This is an optimization exercise on Yosys and OpenROAD, whose aim is small area, a short achievable clock period and few clock cycles per item, not a production implementation. In this exercise RTL edits were held to simulation tests only and were not proved equivalent to the original.

## build 88
## fpu_top
module fpu_top
  (input wire         clk,
   input wire         rstn,
   input wire         start,
   input wire [3:0]   op,
   input wire [31:0]  a,
   input wire [31:0]  b,
   output wire        ready,
   output wire        done,
   output wire [31:0] result);
clock: 17.5 ns
lec_check: 0
abc_area: 1
cap_margin: 20
core_margin: 2
core_utilization: 45
slew_margin: 20
tns_end_percent: 10
standard.sh (not shown) runs the stock make flow with config.mk's settings and CLKGATE_MAP_FILE= SYNTH_SCRIPT=/design/flow/synth_recipe.tcl, a recipe that flattens the netlist after the stock synthesis.
==> flow/flow/run.sh <==
#!/bin/bash
export SETUP_SLACK_MARGIN=10
export BUFFER_PORTS_ARGS="-buffer_cell sky130_fd_sc_hd__buf_4"
bash standard.sh > standard.log 2>&1
Testbench counts of build 88, summed over its fixed seeds: cycles 58,171, ops 24,000.
Input-level comparison between build 26 and build 88:
Settings: SLEW_MARGIN now 40, was 20; CAP_MARGIN now 40, was 20.
==> flow/flow/run.sh <==
#!/bin/bash
export SETUP_SLACK_MARGIN=10.5
export BUFFER_PORTS_ARGS="-buffer_cell sky130_fd_sc_hd__buf_4"
bash standard.sh > standard.log 2>&1
## What came out
Worst slew margin relative to its limit on build 26 is ahead of build 88. Build 88 -> build 26: number of sequential cells delta 0, exact match.
> inputs changed (build 26 -> build 67)
Settings: putting PLACE_DENSITY at 0.7 where nothing was set; swapping 40 for 20 in SLEW_MARGIN; swapping 40 for 20 in CAP_MARGIN.
--- outcome ---
STATUS run=build 67 STAGES=ALL_DONE FINAL_CHECKS=FAILED CAUSE=capacitance limit, slew limit. Build 26: PASS, flow complete, no timing, DRC or antenna violations. Build 26 → build 67: pin count of the biggest net entering global routing went down; non-clock buffer count in the final layout rose by 10. The global routing usage on met3 number comes out higher for build 67 vs build 26. Measured slew at the worst slew-check pin was lower in build 26 than in build 67. Cell count of the worst reg-to-reg path: build 67 vs build 26 down 4.0%.
The inputs of build 29 differ from those of build 67 as listed below.
Settings: clearing ABC_AREA, which used to be 1; clearing PLACE_DENSITY, which used to be 0.7.
==> flow/flow/run.sh <==
#!/bin/bash
export SETUP_SLACK_MARGIN=9
export BUFFER_PORTS_ARGS="-buffer_cell sky130_fd_sc_hd__buf_4"
bash standard.sh > standard.log 2>&1
==> summary.txt <==
- Build 29 finished every stage and its layout cleared the timing, design-rule and antenna checks.
- Lower floorplan die height goes to build 67 over build 29.
- In the final reports, the cell area of build 29 is larger than that of build 67.
- Total routing resource utilization after global routing was lower in build 29 than in build 67.
- Register-to-register setup slack delta for build 29 relative to build 67: 0.56 ns lower
- The placeable core region of build 29 exceeds that of build 67 by about 13%.
- Filler cell count: build 29 vs build 67 up 15%
- In the reports for build 29 and build 67, the smaller highest cell delay on the worst timing path belongs to build 67.
- Compare build 29 and build 67 | global-route wire length before repair lower: build 67
- Area growth from synthesis to layout ended up 3.0 points lower on build 29 than on build 67.
- Max final-report max-slew violation count across build 29 and build 67: build 67
diff inputs: build 29 => build 51
Settings: ABC_AREA newly set to 1; CORE_UTILIZATION changed from 45 to 42.
==> flow/flow/run.sh <==
#!/bin/bash
export SETUP_SLACK_MARGIN=10.5
export BUFFER_PORTS_ARGS="-buffer_cell sky130_fd_sc_hd__buf_4"
bash standard.sh > standard.log 2>&1
Notes after the runs:
Cmp build 29 and build 51 / fraction of area in registers / lower: build 29
Going from build 29 to build 51, number of well taps shrinks by about 2.7%.
The higher total stage count of the critical path came out of build 51.
Source of the critical timing path: PR[19] -> build 51, PR[25] -> build 29
[compare] base=build 29 new=build 51: maximum clock rate picked up an extra 8.1 MHz, first-pass GRT wire length lost 43 mm, synthesized cell count lost 4.2%.

## run A
fpu_top, a different RTL version from the one above (not shown whole).
For scale: about 9,900 cells after synthesis, roughly 0.062 sq mm of cells after synthesis.
==> flow/config.mk <==
export PLATFORM = sky130hd
export DESIGN_NAME = fpu_top
export DESIGN_NICKNAME = fpu_top
export VERILOG_FILES = /design/flow/design.v
export SDC_FILE = /design/flow/constraint.sdc
export NUM_CORES = 8
export LEC_CHECK = 0
export ABC_AREA = 1
export CAP_MARGIN = 20
export CORE_MARGIN = 2
export CORE_UTILIZATION = 45
export SLEW_MARGIN = 20
export TNS_END_PERCENT = 10
==> flow/constraint.sdc <==
create_clock -name core_clock -period 17.5 [get_ports {clk}]
set_input_delay 3.5000 -clock core_clock [delete_from_list [all_inputs] [get_ports {clk}]]
set_output_delay 3.5000 -clock core_clock [all_outputs]
set_load 0.01 [all_outputs]
==> flow/flow/run.sh <==
#!/bin/bash
export SETUP_SLACK_MARGIN=9
export BUFFER_PORTS_ARGS="-buffer_cell sky130_fd_sc_hd__buf_4"
bash standard.sh > standard.log 2>&1
Run A: all stages done; final checks FAILED (max-capacitance violations, max-slew violations).
Testbench counts of run A, summed over its fixed seeds: cycles 58,171, ops 24,000.
For run B, these inputs were changed with respect to run A:
Settings: a deleted ABC_AREA that had been 1.
[summary]
Run B finished end to end and its layout was clean on timing, DRC and antenna.
Compared with run A, in run B count of non-CTS buffers in the layout shrank by 31; number of ordinary inverters in the final layout shrank by 742; slack of the critical path shrank by 0.20 ns.
Taking run A as the reference, in run B remaining max-slew budget at the tightest pin climbed 18 points; number of instances in the synthesized netlist climbed 454.
--- input diff run B..run C ---
==> flow/flow/run.sh <==
#!/bin/bash
export SETUP_SLACK_MARGIN=9
bash standard.sh > standard.log 2>&1
[summary]
On average routed wire per standard cell, run C and run B are neck and neck.
Summary of run C over run B: maximum clock frequency rose 1.3%, total vias in the final route rose 501, total wire length after detailed routing about even, maximum level of the CTS H-tree about even.
Diff run C and run B: first-pass GRT wire length higher in run C
Run C vs. run B: largest fanout of any net on the critical path decreased by 5 relative to the old numbers, worst hold slack closely matched the old numbers, largest net degree at the start of global routing increased by 24 relative to the old numbers, multi-input combinational cell count closely matched the old numbers.

-- what the ideal ports hide --
No port has a modelled driver above. Below, the same layouts with a new extraction and two added sets of constraints.
Step 1 (the two cells are an assumption about what drives the block):
set clk [get_ports {clk}]
set_driving_cell -lib_cell sky130_fd_sc_hd__clkbuf_16 $clk
set_driving_cell -lib_cell sky130_fd_sc_hd__buf_2 [delete_from_list [all_inputs] $clk]
Step 2, shift: input delay + t, output delay - t, t = (earliest + latest rising clock arrival at the registers) / 2. This alone moves slack from input paths to output paths.
a / b / c = no drivers / after step 1 / after step 2; a / b = the first two.
| run | shift t [ns] | setup slack, ns | clock arrival spread, ns | worst register clock-pin slew, ns |
|---|---|---|---|---|
| build 88 | 0.720 | 9.151 / 9.145 / 9.042 | 0.031 / 0.031 | 0.07 / 0.07 |
| build 26 | 0.743 | 9.094 / 9.078 / 8.891 | 0.050 / 0.050 | 0.08 / 0.08 |
| build 67 | 0.716 | 9.194 / 9.147 / 8.805 | 0.037 / 0.037 | 0.10 / 0.10 |
| build 29 | 0.731 | 8.574 / 8.471 / 8.626 | 0.048 / 0.048 | 0.08 / 0.08 |
| build 51 | 0.746 | 9.179 / 9.094 / 8.613 | 0.033 / 0.033 | 0.09 / 0.09 |
| run A | 0.720 | 8.629 / 8.629 / 8.629 | 0.039 / 0.039 | 0.08 / 0.08 |
| run B | 0.740 | 8.425 / 8.346 / 8.728 | 0.032 / 0.033 | 0.08 / 0.08 |
| run C | 0.732 | 8.546 / 8.467 / 7.977 | 0.059 / 0.059 | 0.08 / 0.08 |
The setup slack of run C, which loses most, moves by -0.079 ns with the drivers and by -0.569 ns with both steps.
